From an optimization exercise on the open Yosys and OpenROAD flow, aimed at a short achievable clock period and few clock cycles; shortcuts taken in it are not production practice. In this exercise RTL edits were held to simulation tests only and were not proved equivalent to the original. Power figures rest on the tool's default switching activity, not on a simulated workload.

===== flow/flow/run.sh =====
#!/bin/bash
# Standard ORFS layout, with timing repair aimed below the clock period:
# repair_timing keeps working until the setup slack reaches the margin.
set -euo pipefail
MARGIN=${MARGIN:-7.5}
bash standard.sh SETUP_SLACK_MARGIN=$MARGIN finish > flow_standard.log 2>&1

===== flow/standard.sh =====
#!/bin/bash
# synth_recipe.tcl (not shown) runs the flow's synth.tcl, then flattens the netlist and writes it again
# the make line also repeats each setting of config.mk as NAME=value (left out here)
make -C /OpenROAD-flow-scripts/flow DESIGN_CONFIG=/design/flow/config.mk WORK_HOME=/design/flow/orfs CLKGATE_MAP_FILE= SYNTH_SCRIPT=/design/flow/synth_recipe.tcl "${@:-finish}"

===== flow/config.mk =====
export PLATFORM = sky130hd
export DESIGN_NAME = CHIP
export DESIGN_NICKNAME = CHIP
export VERILOG_FILES = /design/flow/design.v
export SDC_FILE = /design/flow/constraint.sdc
export NUM_CORES = 4
export LEC_CHECK = 0
export CAP_MARGIN = 20
export CORE_MARGIN = 2
export CORE_UTILIZATION = 40
export SLEW_MARGIN = 20
export SYNTH_HIERARCHICAL = 1

===== flow/constraint.sdc =====
create_clock -name core_clock -period 10.5 [get_ports {clk}]
set_input_delay 2.1000 -clock core_clock [delete_from_list [all_inputs] [get_ports {clk}]]
set_output_delay 2.1000 -clock core_clock [all_outputs]
set_load 0.01 [all_outputs]

===== flow/design.v =====
module CHIP(clk,
            rst_n,
            mem_wen_D,
            mem_addr_D,
            mem_wdata_D,
            mem_rdata_D,
            mem_addr_I,
            mem_rdata_I
    );
    input         clk, rst_n ;
    output        mem_wen_D  ;
    output [31:0] mem_addr_D ;
    output [31:0] mem_wdata_D;
    input  [31:0] mem_rdata_D;
    output [31:0] mem_addr_I ;
    input  [31:0] mem_rdata_I;
    function [31:0] bswap(input [31:0] v);
        bswap = {v[7:0], v[15:8], v[23:16], v[31:24]};
    endfunction
    function [31:0] ks_carry(input [31:0] g, input [31:0] p, input cin);
        reg [31:0] gg, pp, gn, pn;
        integer k, d;
        begin
            gg = g;
            gg[0] = g[0] | (p[0] & cin);
            pp = p;
            for (d = 1; d < 32; d = d * 2) begin
                gn = gg;
                pn = pp;
                for (k = d; k < 32; k = k + 1) begin
                    gn[k] = gg[k] | (pp[k] & gg[k-d]);
                    pn[k] = pp[k] & pp[k-d];
                end
                gg = gn;
                pp = pn;
            end
            ks_carry = gg;
        end
    endfunction
    function [32:0] ks_add(input [31:0] a, input [31:0] b, input cin);
        reg [31:0] g, p, gg, pp, gn, pn;
        integer k, d;
        begin
            g = a & b;
            p = a ^ b;
            gg = g;
            gg[0] = g[0] | (p[0] & cin);
            pp = p;
            for (d = 1; d < 32; d = d * 2) begin
                gn = gg;
                pn = pp;
                for (k = d; k < 32; k = k + 1) begin
                    gn[k] = gg[k] | (pp[k] & gg[k-d]);
                    pn[k] = pp[k] & pp[k-d];
                end
                gg = gn;
                pp = pn;
            end
            ks_add = {gg[31], p ^ {gg[30:0], cin}};
        end
    endfunction
    reg  [31:0] pc_f;
    reg  [31:0] ll_f;             
    reg  [31:0] ir_d;
    reg  [31:0] pc_d;
    reg         v_d, pt_d, pok_d;
    reg  [31:0] a_e, b_e, imm_e, link_e, tgt_e;
    reg  [31:0] p_e, pa_e, pk_e;
    reg         v_e;
    reg         s_add_e, s_sub_e, s_and_e, s_or_e, s_slt_e, s_link_e;
    reg         is_lw_e, is_sw_e, is_beq_e, is_jalr_e, pt_e;
    reg         wen_e;
    reg  [4:0]  rd_e;
    reg  [31:0] res_m, addr_m, wdata_m;
    reg         st_m, lw_m, wen_m;
    reg  [4:0]  rd_m;
    reg  [31:0] rf [1:31];
    reg  [31:0] rf_v;
    wire [31:0] ld_m = bswap(mem_rdata_D);
    wire [31:0] wb_m = lw_m ? ld_m : res_m;
    assign mem_addr_I  = pc_f;
    assign mem_addr_D  = addr_m;
    assign mem_wdata_D = wdata_m;
    assign mem_wen_D   = st_m;
    wire [31:0] in_f   = bswap(mem_rdata_I);
    wire        f_jal  = in_f[6] & in_f[3];
    wire        f_beq  = in_f[6] & !in_f[2];
    wire        f_jalr = in_f[6] & in_f[2] & !in_f[3];
    wire        f_btk  = f_beq & (in_f[31] | (in_f[19:15] == in_f[24:20]));
    wire        s_f   = in_f[31];
    wire [11:0] lj_s, lb_s;
    wire [12:0] lo_jx, lo_bx, lo_ix;
    add11 u_addj (.a(pc_f[11:1]), .b({in_f[20], in_f[30:21]}), .s(lj_s));
    add11 u_addb (.a(pc_f[11:1]), .b({in_f[7], in_f[30:25], in_f[11:8]}), .s(lb_s));
    add12 u_addi (.a(ll_f[11:0]), .b(in_f[31:20]), .s(lo_ix));
    assign lo_jx = {lj_s, pc_f[0]};
    assign lo_bx = {lb_s, pc_f[0]};
    wire        ok_j  = (in_f[19:12] == {8{s_f}}) & (s_f == lo_jx[12]);
    wire        ok_b  = s_f == lo_bx[12];
    wire [31:0] tj_f = {pc_f[31:12], lo_jx[11:0]};
    wire [31:0] tb_f = {pc_f[31:12], lo_bx[11:0]};
    wire [31:0] tr_f = {ll_f[31:12], lo_ix[11:0]};
    wire        pok_f = f_jal ? ok_j : f_btk ? ok_b : 1'b1;
    wire [32:0] seq_x  = ks_add(pc_f, 32'd4, 1'b0);
    wire [31:0] seq_f  = seq_x[31:0];
    wire [6:0] op_d  = ir_d[6:0];
    wire [4:0] rd_d  = ir_d[11:7];
    wire [4:0] rs1_d = ir_d[19:15];
    wire [4:0] rs2_d = ir_d[24:20];
    wire d_alu  = v_d & !op_d[6] & op_d[4];
    wire d_lw   = v_d & !op_d[6] & !op_d[5];
    wire d_sw   = v_d & !op_d[6] & op_d[5] & !op_d[4];
    wire d_beq  = v_d & op_d[6] & !op_d[2];
    wire d_jal  = v_d & op_d[6] & op_d[3];
    wire d_jalr = v_d & op_d[6] & op_d[2] & !op_d[3];
    wire use1_d = d_alu | d_lw | d_sw | d_beq | d_jalr;
    wire use2_d = d_alu | d_sw | d_beq;
    wire wr_d   = (d_alu | d_lw | d_jal | d_jalr) & (rd_d != 5'd0);
    wire [31:0] imm_i = {{21{ir_d[31]}}, ir_d[30:20]};
    wire [31:0] imm_s = {{21{ir_d[31]}}, ir_d[30:25], ir_d[11:7]};
    wire [31:0] imm_b = {{20{ir_d[31]}}, ir_d[7], ir_d[30:25], ir_d[11:8], 1'b0};
    wire [31:0] rf1 = (rs1_d != 5'd0 && rf_v[rs1_d]) ? rf[rs1_d] : 32'd0;
    wire [31:0] rf2 = (rs2_d != 5'd0 && rf_v[rs2_d]) ? rf[rs2_d] : 32'd0;
    wire [32:0] link_x = ks_add(pc_d, 32'd4, 1'b0);
    wire [32:0] tgt_x  = ks_add(pc_d, imm_b, 1'b0);
    wire [32:0] chk_x  = ks_add(pc_f, ~imm_i, 1'b1);
    wire [31:0] imm_j  = {{12{ir_d[31]}}, ir_d[19:12], ir_d[20], ir_d[30:21], 1'b0};
    wire [32:0] tgj_x  = ks_add(pc_d, imm_j, 1'b0);
    wire ex_wr  = v_e & wen_e;
    wire hit1_m = wen_m & (rd_m == rs1_d);
    wire hit2_m = wen_m & (rd_m == rs2_d);
    wire hit1_e = ex_wr & (rd_e == rs1_d);
    wire hit2_e = ex_wr & (rd_e == rs2_d);
    wire stall = v_e & is_lw_e & ((hit1_e & use1_d) | (hit2_e & use2_d));
    wire        dep0_d  = ((rs2_d == 5'd0) & (rs1_d == rd_e)) | ((rs1_d == 5'd0) & (rs2_d == rd_e));
    wire        zsub_d  = d_beq & !pt_d & ex_wr & s_sub_e & dep0_d;
    wire        ztk_d   = zsub_d & eq;
    wire        redir_d = ((v_d & !pok_d) | ztk_d) & !stall & !redir_e;
    wire [31:0] tgt_d   = d_jal ? tgj_x[31:0] : tgt_x[31:0];
    wire [31:0] a_nx   = hit1_e ? alu : hit1_m ? wb_m : rf1;
    wire [31:0] b_nx   = hit2_e ? alu : hit2_m ? wb_m : rf2;
    wire [31:0] imm_nx = d_sw ? imm_s : imm_i;
    wire [31:0] c_sum  = ks_carry(a_e & b_e, p_e, 1'b0);
    wire [31:0] c_diff = ks_carry(a_e & ~b_e, ~p_e, 1'b1);
    wire [31:0] c_addr = ks_carry(a_e & imm_e, pa_e, 1'b0);
    wire [31:0] c_cmp  = ks_carry({~a_e[31] & b_e[31], a_e[30:0] & ~b_e[30:0]}, ~p_e, 1'b1);
    wire [31:0] sum  = p_e ^ {c_sum[30:0], 1'b0};
    wire [31:0] diff = ~p_e ^ {c_diff[30:0], 1'b1};
    wire [31:0] addr = pa_e ^ {c_addr[30:0], 1'b0};
    wire        lt   = !c_cmp[31];
    wire        eq   = p_e == 32'd0;
    wire [31:0] alu = ({32{s_add_e}}  & sum)
                    | ({32{s_sub_e}}  & diff)
                    | ({32{s_and_e}}  & (a_e & b_e))
                    | ({32{s_or_e}}   & (a_e | b_e))
                    | ({32{s_slt_e}}  & {31'd0, lt})
                    | ({32{s_link_e}} & link_e);
    wire br_miss   = is_beq_e & (eq != pt_e);
    wire jalr_miss = is_jalr_e & (pk_e != 32'd0);
    wire redir_e   = v_e & (br_miss | jalr_miss);
    wire [31:0] tgx_e = is_jalr_e ? addr : eq ? tgt_e : link_e;
    wire        early_f = redir_e | redir_d | stall;
    wire [31:0] early_v = redir_e ? tgx_e : redir_d ? tgt_d : pc_f;
    wire        go_f    = rst_n & !early_f;
    wire        sel_e   = rst_n & early_f;
    wire        sel_j   = go_f & f_jal;
    wire        sel_b   = go_f & f_btk;
    wire        sel_r   = go_f & f_jalr;
    wire        sel_s   = go_f & !f_jal & !f_btk & !f_jalr;
    wire [31:0] next_f  = ({32{sel_j}} & tj_f) | ({32{sel_b}} & tb_f)
                        | ({32{sel_r}} & tr_f) | ({32{sel_s}} & seq_f)
                        | ({32{sel_e}} & early_v);
    always @(posedge clk)
        pc_f <= next_f;
    integer j;
    always @(posedge clk) begin
        if (!rst_n) begin
            ll_f <= 32'd0;
            v_d  <= 1'b0;
            v_e  <= 1'b0;
            st_m <= 1'b0;
            lw_m <= 1'b0;
            wen_m <= 1'b0;
            rf_v <= 32'd0;
        end else begin
            if (f_jal && in_f[11:7] != 5'd0) ll_f <= seq_f;
            if (redir_e | redir_d) v_d <= 1'b0;
            else if (!stall)       v_d <= 1'b1;
            v_e   <= !(redir_e | stall);
            st_m  <= v_e & is_sw_e;
            lw_m  <= v_e & is_lw_e;
            wen_m <= v_e & wen_e;
            for (j = 1; j < 32; j = j + 1)
                if (wen_m && rd_m == j) rf_v[j] <= 1'b1;
        end
    end
    always @(posedge clk) begin
        if (!stall) begin
            ir_d <= in_f;
            pc_d <= pc_f;
            pt_d <= f_btk;
            pok_d <= pok_f;
        end
        a_e    <= a_nx;
        b_e    <= b_nx;
        p_e    <= a_nx ^ b_nx;
        pa_e   <= a_nx ^ imm_nx;
        pk_e   <= a_nx ^ chk_x[31:0];
        imm_e  <= imm_nx;
        link_e <= link_x[31:0];
        tgt_e  <= tgt_x[31:0];
        pt_e   <= pt_d | ztk_d;
        rd_e   <= rd_d;
        s_add_e   <= d_alu & (ir_d[14:12] == 3'b000) & !ir_d[30];
        s_sub_e   <= d_alu & (ir_d[14:12] == 3'b000) & ir_d[30];
        s_and_e   <= d_alu & (ir_d[14:12] == 3'b111);
        s_or_e    <= d_alu & (ir_d[14:12] == 3'b110);
        s_slt_e   <= d_alu & (ir_d[14:12] == 3'b010);
        s_link_e  <= d_jal | d_jalr;
        is_lw_e   <= d_lw;
        is_sw_e   <= d_sw;
        is_beq_e  <= d_beq;
        is_jalr_e <= d_jalr;
        wen_e     <= wr_d;
        res_m   <= alu;
        addr_m  <= addr;
        wdata_m <= bswap(b_e);
        rd_m    <= rd_e;
        if (wen_m) rf[rd_m] <= wb_m;
    end
endmodule
module add11(input [10:0] a, input [10:0] b, output [11:0] s);
    wire [10:0] g = a & b;
    wire [10:0] p = a ^ b;
    reg  [10:0] gg, pp, gn, pn;
    integer k, d;
    always @(*) begin
        gg = g;
        pp = p;
        for (d = 1; d < 11; d = d * 2) begin
            gn = gg;
            pn = pp;
            for (k = d; k < 11; k = k + 1) begin
                gn[k] = gg[k] | (pp[k] & gg[k-d]);
                pn[k] = pp[k] & pp[k-d];
            end
            gg = gn;
            pp = pn;
        end
    end
    assign s = {gg[10], p ^ {gg[9:0], 1'b0}};
endmodule
module add12(input [11:0] a, input [11:0] b, output [12:0] s);
    wire [11:0] g = a & b;
    wire [11:0] p = a ^ b;
    reg  [11:0] gg, pp, gn, pn;
    integer k, d;
    always @(*) begin
        gg = g;
        pp = p;
        for (d = 1; d < 12; d = d * 2) begin
            gn = gg;
            pn = pp;
            for (k = d; k < 12; k = k + 1) begin
                gn[k] = gg[k] | (pp[k] & gg[k-d]);
                pn[k] = pp[k] & pp[k-d];
            end
            gg = gn;
            pp = pn;
        end
    end
    assign s = {gg[11], p ^ {gg[10:0], 1'b0}};
endmodule

==> results of run 1 <==
==> final cells by class <==
cell class / instances / area (sq um) / share of cell area
antenna: 4 / 10.0 / 0.000104
clock inverter: 63 / 806 / 0.00838
sequential: 1519 / 41300 / 0.430
multi-input combinational: 3356 / 36800 / 0.383
timing repair buffer: 747 / 8700 / 0.0905
clock buffer: 232 / 4660 / 0.0485
inverter: 136 / 608 / 0.00633
timing repair inverter: 14 / 105 / 0.00109
tap: 2495 / 3120 / 0.0325
==> critical path: stages (launching register included) <==
cell,delay (ns)
sky130_fd_sc_hd__dfxtp_4,0.35
sky130_fd_sc_hd__buf_8,0.13
sky130_fd_sc_hd__buf_6,0.11
==> power by group <==
group,internal [mW],switching [mW]
Combinational,1.12,1.29
Sequential,6.59,0.217
Clock,3.43,2.49
==> state kept, by name (all words and copies together), names as in the netlist, 32 cells and up, named ones only <==
signal / cells
rf: 992
a_e: 32
addr_m: 32
b_e: 32
ll_f: 32
p_e: 32
pa_e: 32
pc_d: 32
pc_f: 32
pk_e: 32
res_m: 32
tgt_e: 32
wdata_m: 32
==> worst paths after layout <==
path,start,to,slack [ns],cells after the start
setup / recovery,pc_f[2]$_DFF_P_,mem_addr_I[2],6.97,2
hold / removal,pc_d[0]$_DFFE_PN_,tgt_e[0]$_DFF_P_,0.36,0
setup reg to reg,ir_d[21]$_DFFE_PN_,pc_f[31]$_DFF_P_,6.99,14
hold reg to reg,pc_d[0]$_DFFE_PN_,tgt_e[0]$_DFF_P_,0.36,0
==> timing repair <==
action | CTS | global route
pin swaps | 181 | 184
gates resized for setup | 1311 | 336
endpoints found under the setup margin | 903 | 662
cloned | 74 | 19
setup buffers | 274 | 155
==> layer usage <==
layer,vias up,wire (microns)
met3,701,28300
met2,3225,130000
li1,22500,-
met4,12,16000
met5,-,64
met1,27700,104000
==> placed cells by master (no fill, tap or decap), types with 56 or more instances in the layout <==
cell                        count
sky130_fd_sc_hd__dfxtp_2       56
sky130_fd_sc_hd__buf_6        109
sky130_fd_sc_hd__ha_1          73
sky130_fd_sc_hd__mux4_2       589
sky130_fd_sc_hd__xnor2_1      198
sky130_fd_sc_hd__o21ai_0      118
sky130_fd_sc_hd__a21oi_1      234
sky130_fd_sc_hd__mux2i_1      135
sky130_fd_sc_hd__buf_4        372
sky130_fd_sc_hd__nand3_1       75
sky130_fd_sc_hd__xor2_1       133
sky130_fd_sc_hd__dfxtp_1      331
sky130_fd_sc_hd__clkbuf_16    179
sky130_fd_sc_hd__nand2_1      228
sky130_fd_sc_hd__o21a_1        56
sky130_fd_sc_hd__edfxtp_1    1056
sky130_fd_sc_hd__a21o_1        97
sky130_fd_sc_hd__nor2_1       302
sky130_fd_sc_hd__inv_1         96
sky130_fd_sc_hd__dfxtp_4       76
sky130_fd_sc_hd__buf_12        74
==> results.txt, run 1 <==
# TYPE chip_impl_metric gauge
chip_impl_metric{name="tightestPinTransition",unit="ns"} 1.27
chip_impl_metric{name="flow.area_growth_from_synthesis",unit="%"} 27.9
chip_impl_metric{name="grt_first_pass_wirelength",unit="microns"} 384000
chip_impl_metric{name="crit_fanout",unit=""} 2
chip_impl_info{name="worst-setup-path-type",value="reg2out"} 1
chip_impl_metric{name="max_cap_violations",unit=""} 0
chip_impl_metric{name="crit_arrival",unit="ns"} 1.43
chip_impl_metric{name="final_net_count",unit=""} 6121
chip_impl_metric{name="crit_required",unit="ns"} 8.40
chip_impl_metric{name="vdd.ir_drop.worst",unit="mV"} 0.178
chip_impl_metric{name="detailed_place.area",unit="sq um"} 80200
chip_impl_info{name="rsz_0062_raised_after_global_routing",value="yes"} 1
chip_impl_metric{name="route.detailed.vias_per_inst",unit=""} 6.31
chip_impl_metric{name="synthesis.nets",unit=""} 5524
chip_impl_info{name="worst_hold_path_type",value="reg2reg"} 1
chip_impl_metric{name="ys_warn_count",unit=""} 9
chip_impl_metric{name="numCtsBuffers",unit=""} 162
chip_impl_metric{name="io_pins",unit=""} 163
chip_impl_metric{name="detailedRoute.firstIterationViolations",unit=""} 7785
chip_impl_metric{name="drv_slew",unit=""} 0
chip_impl_metric{name="grt_max_degree",unit=""} 66
chip_impl_metric{name="p_per_area",unit="nW/um^2"} 157
chip_impl_metric{name="syn-cell-area",unit="sq um"} 75200
chip_impl_metric{name="grt.met1_usage",unit=""} 0.366
chip_impl_metric{name="dpl.hpwl",unit="microns"} 158000
chip_impl_metric{name="htreeDepth",unit=""} 4
chip_impl_metric{name="row_count",unit=""} 159
chip_impl_metric{name="core_region_area",unit="sq um"} 187000
chip_impl_info{name="critical_path.endpoint_type",value="output port"} 1
chip_impl_metric{name="first_global_vias",unit=""} 52100
chip_impl_metric{name="totalWireLength",unit="microns"} 279000
chip_impl_metric{name="die_height",unit="microns"} 438
chip_impl_metric{name="max-clock-path-buffers",unit=""} 3
chip_impl_metric{name="clk_pin_slew",unit="ns"} 0.06
chip_impl_metric{name="setup_total_negative_slack",unit="ns"} 0
chip_impl_metric{name="first_pass_iters",unit=""} 8
chip_impl_metric{name="maxSlewHeadroom",unit=""} 0.156
chip_impl_metric{name="place.gp.congestion",unit=""} 0.920
chip_impl_metric{name="postLayoutCellArea",unit="sq um"} 96100
chip_impl_metric{name="dpl_worst_slack",unit="ns"} 5.55
chip_impl_info{name="tritoncts",value="yes"} 1
chip_impl_metric{name="clock.fmax",unit="MHz"} 283
chip_impl_metric{name="fin_util",unit=""} 0.513
chip_impl_metric{name="leakagePower",unit="nW"} 34.2
chip_impl_metric{name="antenna_violations_before_repair",unit=""} 12
chip_impl_metric{name="placement.io_buffers",unit=""} 160
chip_impl_metric{name="final_cell_count_no_fill",unit=""} 8566
chip_impl_metric{name="globalRouteMet2Util",unit=""} 0.446
chip_impl_metric{name="clock_insertion_delay_worst_skew",unit="ns"} 0.85
chip_impl_info{name="outcome",value="complete, no violations"} 1
chip_impl_metric{name="cts_hold_buffers",unit=""} 0
chip_impl_metric{name="floorplan.initialDensity",unit=""} 0.402
chip_impl_info{name="clock-root-buffer",value="sky130_fd_sc_hd__clkbuf_16"} 1
chip_impl_metric{name="hold-worst-slack",unit="ns"} 0.355
chip_impl_metric{name="timing.final.ws_setup",unit="ns"} 6.97
chip_impl_metric{name="timing.final.crit_period",unit="ns"} 3.53
chip_impl_metric{name="fin_crit_sh",unit=""} 0.336
chip_impl_metric{name="grt_usage",unit=""} 0.281
chip_impl_metric{name="dp_cells",unit=""} 7745
chip_impl_metric{name="clock_skew",unit="ns"} 0.0510
chip_impl_metric{name="globalRouteOverflowTotal",unit=""} 0
chip_impl_metric{name="setup_viol_count_final",unit=""} 0
chip_impl_metric{name="post_synth_inst_count",unit=""} 5339
chip_impl_metric{name="die_w",unit="microns"} 438
chip_impl_metric{name="design_power_total",unit="mW"} 15.1
chip_impl_metric{name="drt-wirelength-per-cell",unit="microns"} 32.5
chip_impl_info{name="grt_busiest_layer",value="met2"} 1
chip_impl_metric{name="floorplan.die_area",unit="sq um"} 191000
chip_impl_metric{name="tritoncts_num_sinks",unit=""} 1519
chip_impl_metric{name="post_synth.cell_area_avg",unit="sq um"} 14.1
chip_impl_metric{name="antenna_violating_nets_post_route",unit=""} 0
chip_impl_metric{name="num_vias",unit=""} 54100
chip_impl_info{name="crit_path_start_kind",value="flop"} 1
chip_impl_metric{name="drt_drc_violations_left",unit=""} 0
chip_impl_metric{name="final_layout_size_suffix_gt1_frac",unit=""} 0.381
chip_impl_metric{name="timing.final.hold_violations",unit=""} 0
chip_impl_metric{name="fillCellCount",unit=""} 15300
chip_impl_metric{name="globalRouteMet3Util",unit=""} 0.0558
Testbench counts, summed over its fixed seeds: cycles 88,243.
==> run 2: changes to the inputs <==
--- a/flow/config.mk
+++ b/flow/config.mk
@@ -8,5 +8,7 @@
 export CAP_MARGIN = 20
 export CORE_MARGIN = 2
 export CORE_UTILIZATION = 40
+export CTS_CLUSTER_DIAMETER = 200
+export CTS_CLUSTER_SIZE = 20
 export SLEW_MARGIN = 20
 export SYNTH_HIERARCHICAL = 1
==> results.txt, run 2 <==
# TYPE chip_impl_metric gauge
chip_impl_info{name="outcome",value="complete, no violations"} 1
chip_impl_info{name="tritoncts",value="yes"} 1
chip_impl_metric{name="die_w",unit="microns"} 438
chip_impl_metric{name="syn-cell-area",unit="sq um"} 75200
chip_impl_metric{name="antenna_violating_nets_post_route",unit=""} 0
chip_impl_info{name="grt_busiest_layer",value="met2"} 1
chip_impl_info{name="worst_hold_path_type",value="reg2reg"} 1
chip_impl_metric{name="final_layout_size_suffix_gt1_frac",unit=""} 0.368
chip_impl_metric{name="row_count",unit=""} 159
chip_impl_metric{name="detailedRoute.firstIterationViolations",unit=""} 7459
chip_impl_metric{name="grt_usage",unit=""} 0.276
chip_impl_metric{name="drt_drc_violations_left",unit=""} 0
chip_impl_info{name="layout_commonest_cell",value="sky130_fd_sc_hd__edfxtp_1"} 1
chip_impl_metric{name="flip_flop_count_of_the_largest_register_after_layout",unit=""} 992
chip_impl_metric{name="p_per_area",unit="nW/um^2"} 138
chip_impl_metric{name="place.gp.congestion",unit=""} 0.920
chip_impl_metric{name="synthesis.nets",unit=""} 5524
chip_impl_metric{name="max_cap_violations",unit=""} 0
chip_impl_metric{name="globalRouteMet2Util",unit=""} 0.444
chip_impl_metric{name="crit_fanout",unit=""} 7
chip_impl_metric{name="crit_required",unit="ns"} 11.14
chip_impl_metric{name="post_synth_inst_count",unit=""} 5339
chip_impl_metric{name="final_net_count",unit=""} 6060
chip_impl_metric{name="setup_viol_count_final",unit=""} 0
chip_impl_metric{name="cts_hold_buffers",unit=""} 0
chip_impl_metric{name="core_region_area",unit="sq um"} 187000
chip_impl_metric{name="fin_crit_sh",unit=""} 0.335
chip_impl_metric{name="flow.area_growth_from_synthesis",unit="%"} 23.5
chip_impl_metric{name="placement.io_buffers",unit=""} 160
chip_impl_metric{name="leakagePower",unit="nW"} 32.6
chip_impl_metric{name="num_vias",unit=""} 53600
chip_impl_metric{name="numCtsBuffers",unit=""} 85
chip_impl_metric{name="drv_slew",unit=""} 0
chip_impl_info{name="critical_path.endpoint_type",value="flop"} 1
chip_impl_metric{name="clock.fmax",unit="MHz"} 284
chip_impl_metric{name="grt.met1_usage",unit=""} 0.362
chip_impl_info{name="worst-setup-path-type",value="reg2reg"} 1
chip_impl_metric{name="post_synth.cell_area_avg",unit="sq um"} 14.1
chip_impl_metric{name="clock_insertion_delay_worst_skew",unit="ns"} 0.78
chip_impl_metric{name="die_height",unit="microns"} 438
chip_impl_info{name="rsz_0062_raised_after_global_routing",value="yes"} 1
chip_impl_metric{name="crit_arrival",unit="ns"} 4.16
chip_impl_info{name="largest_register",value="rf"} 1
chip_impl_metric{name="ys_warn_count",unit=""} 9
chip_impl_metric{name="io_pins",unit=""} 163
chip_impl_metric{name="vdd.ir_drop.worst",unit="mV"} 0.129
chip_impl_metric{name="floorplan.die_area",unit="sq um"} 191000
chip_impl_metric{name="clock_skew",unit="ns"} 0.0820
chip_impl_info{name="clock-root-buffer",value="sky130_fd_sc_hd__clkbuf_16"} 1
chip_impl_metric{name="floorplan.initialDensity",unit=""} 0.402
chip_impl_metric{name="dpl.hpwl",unit="microns"} 158000
chip_impl_metric{name="timing.final.hold_violations",unit=""} 0
chip_impl_metric{name="grt_max_degree",unit=""} 66
chip_impl_info{name="crit_path_start_kind",value="flop"} 1
chip_impl_metric{name="totalWireLength",unit="microns"} 274000
chip_impl_metric{name="globalRouteOverflowTotal",unit=""} 0
chip_impl_metric{name="maxSlewHeadroom",unit=""} 0.198
chip_impl_metric{name="ff2ff_setup_slack",unit="ns"} 6.98
chip_impl_metric{name="first_global_vias",unit=""} 51200
chip_impl_info{name="most-common-layout-cells",value="sky130_fd_sc_hd__edfxtp_1, sky130_fd_sc_hd__mux4_2, sky130_fd_sc_hd__buf_4"} 1
chip_impl_metric{name="tritoncts_num_sinks",unit=""} 1519
chip_impl_metric{name="route.detailed.vias_per_inst",unit=""} 6.35
chip_impl_metric{name="clk_pin_slew",unit="ns"} 0.10
chip_impl_metric{name="antenna_violations_before_repair",unit=""} 11
chip_impl_metric{name="fillCellCount",unit=""} 15700
chip_impl_metric{name="max-clock-path-buffers",unit=""} 3
chip_impl_metric{name="grt_first_pass_wirelength",unit="microns"} 378000
chip_impl_metric{name="setup_total_negative_slack",unit="ns"} 0
chip_impl_metric{name="design_power_total",unit="mW"} 12.8
chip_impl_metric{name="drt-wirelength-per-cell",unit="microns"} 32.5
chip_impl_metric{name="globalRouteMet3Util",unit=""} 0.0464
chip_impl_metric{name="tightestPinTransition",unit="ns"} 1.20
chip_impl_metric{name="htreeDepth",unit=""} 3
chip_impl_metric{name="timing.final.crit_period",unit="ns"} 3.52
chip_impl_metric{name="first_pass_iters",unit=""} 8
## run 2: report_power, final
part / internal (mW) / total, mW / switching [mW]
sequential: 6.58 / 6.79 / 0.215
clock: 1.56 / 3.59 / 2.03
combinational: 1.12 / 2.42 / 1.29
total: 9.26 / 12.8 / 3.54
## run 2: layer usage
metal	vias to the layer above	routed length, microns
met5	-	80
met4	14	16000
met3	687	25800
met2	3046	128000
met1	27600	104000
li1	22200	-
## run 2: repair_timing
item                       in CTS  in global routing
buffers inserted              286                172
setup endpoints to repair     957                608
resized for setup            1300                333
pin swaps                     177                168
cloned                         70                 10
## run 2: through the flow
| stage | area (sq um) | utilization | hold WS, ns | setup WS [ns] | cells |
|---|---|---|---|---|---|
| final | 92800 | 0.496 | 0.311 | 6.98 | 8435 |
| after global routing | 92800 | 0.496 | 0.326 | 6.90 | 8431 |
| after CTS | 89500 | 0.478 | 0.317 | 6.99 | 8249 |
| after detailed placement | 80200 | 0.428 | 0.357 | 5.55 | 7745 |
| after global placement | 80200 | 0.428 | 0.355 | 5.54 | 7745 |
| after floorplan | 75900 | - | 0.331 | 6.73 | 5339 |
## run 2: worst paths after layout
check	from	to	depth (start not counted)
worst max-delay path	p_e[25]$_DFF_P_	pc_f[21]$_DFF_P_	15
worst min register to register	pc_d[0]$_DFFE_PN_	tgt_e[0]$_DFF_P_	0
worst min-delay path	pc_d[0]$_DFFE_PN_	tgt_e[0]$_DFF_P_	0
worst max register to register	p_e[25]$_DFF_P_	pc_f[21]$_DFF_P_	15
## run 2: layout make-up
| type | count | area [sq um] | area share |
|---|---|---|---|
| Inverter | 136 | 619 | 0.00667 |
| Clock inverter | 6 | 129 | 0.00139 |
| Antenna cell | 4 | 10.0 | 0.000108 |
| Timing Repair inverter | 14 | 105 | 0.00113 |
| Clock buffer | 142 | 2360 | 0.0254 |
| Timing Repair Buffer | 760 | 8540 | 0.0920 |
| Sequential cell | 1519 | 41300 | 0.445 |
| Multi-Input combinational cell | 3359 | 36600 | 0.395 |
| Tap cell | 2495 | 3120 | 0.0336 |
## run 2: worst max-delay path: stages, from the launching register on
cell and delay [ns]:
sky130_fd_sc_hd__dfxtp_4 0.37, sky130_fd_sc_hd__or4_1 0.57, sky130_fd_sc_hd__or3_4 0.45, sky130_fd_sc_hd__nor3_4 0.25, sky130_fd_sc_hd__buf_12 0.18, sky130_fd_sc_hd__xnor2_4 0.10, sky130_fd_sc_hd__o22ai_4 0.25, sky130_fd_sc_hd__nor4_4 0.05
sky130_fd_sc_hd__buf_4 0.16, sky130_fd_sc_hd__buf_6 0.12, sky130_fd_sc_hd__buf_8 0.13, sky130_fd_sc_hd__nand3_4 0.19, sky130_fd_sc_hd__buf_6 0.14, sky130_fd_sc_hd__o21ai_2 0.05, sky130_fd_sc_hd__a221oi_2 0.29, sky130_fd_sc_hd__nand2_1 0.09

[what the ideal ports hide]
In the flow no input, the clock included, has a driving cell. The finished layouts below were timed again as built, in two steps.
Step 1 sets driving cells, clkbuf_16 on the clock port and buf_2 on the other inputs (assumed; they add their load-dependent delay and slew).
Step 2 moves the port delays by t, midway between the first and last clock arrival at a register: inputs arrive t later, outputs are due t later. That takes back most of the time a late clock gives input paths.
Slacks: ideal / step 1 / step 2; pairs: ideal / step 1.
run | t, ns | slack for setup (ns) | worst hold slack (ns) | worst setup path after step 2
run 1 | 0.913 | 6.969 / 6.878 / 6.193 | 0.355 / 0.355 / 0.355 | input to register
run 2 | 0.819 | 6.983 / 6.955 / 6.243 | 0.311 / 0.311 / 0.311 | input to register
After both steps setup and hold are still met in every run listed. For run 1, which loses most, drivers alone change the setup slack by -0.091 ns; drivers and shift together by -0.776 ns.
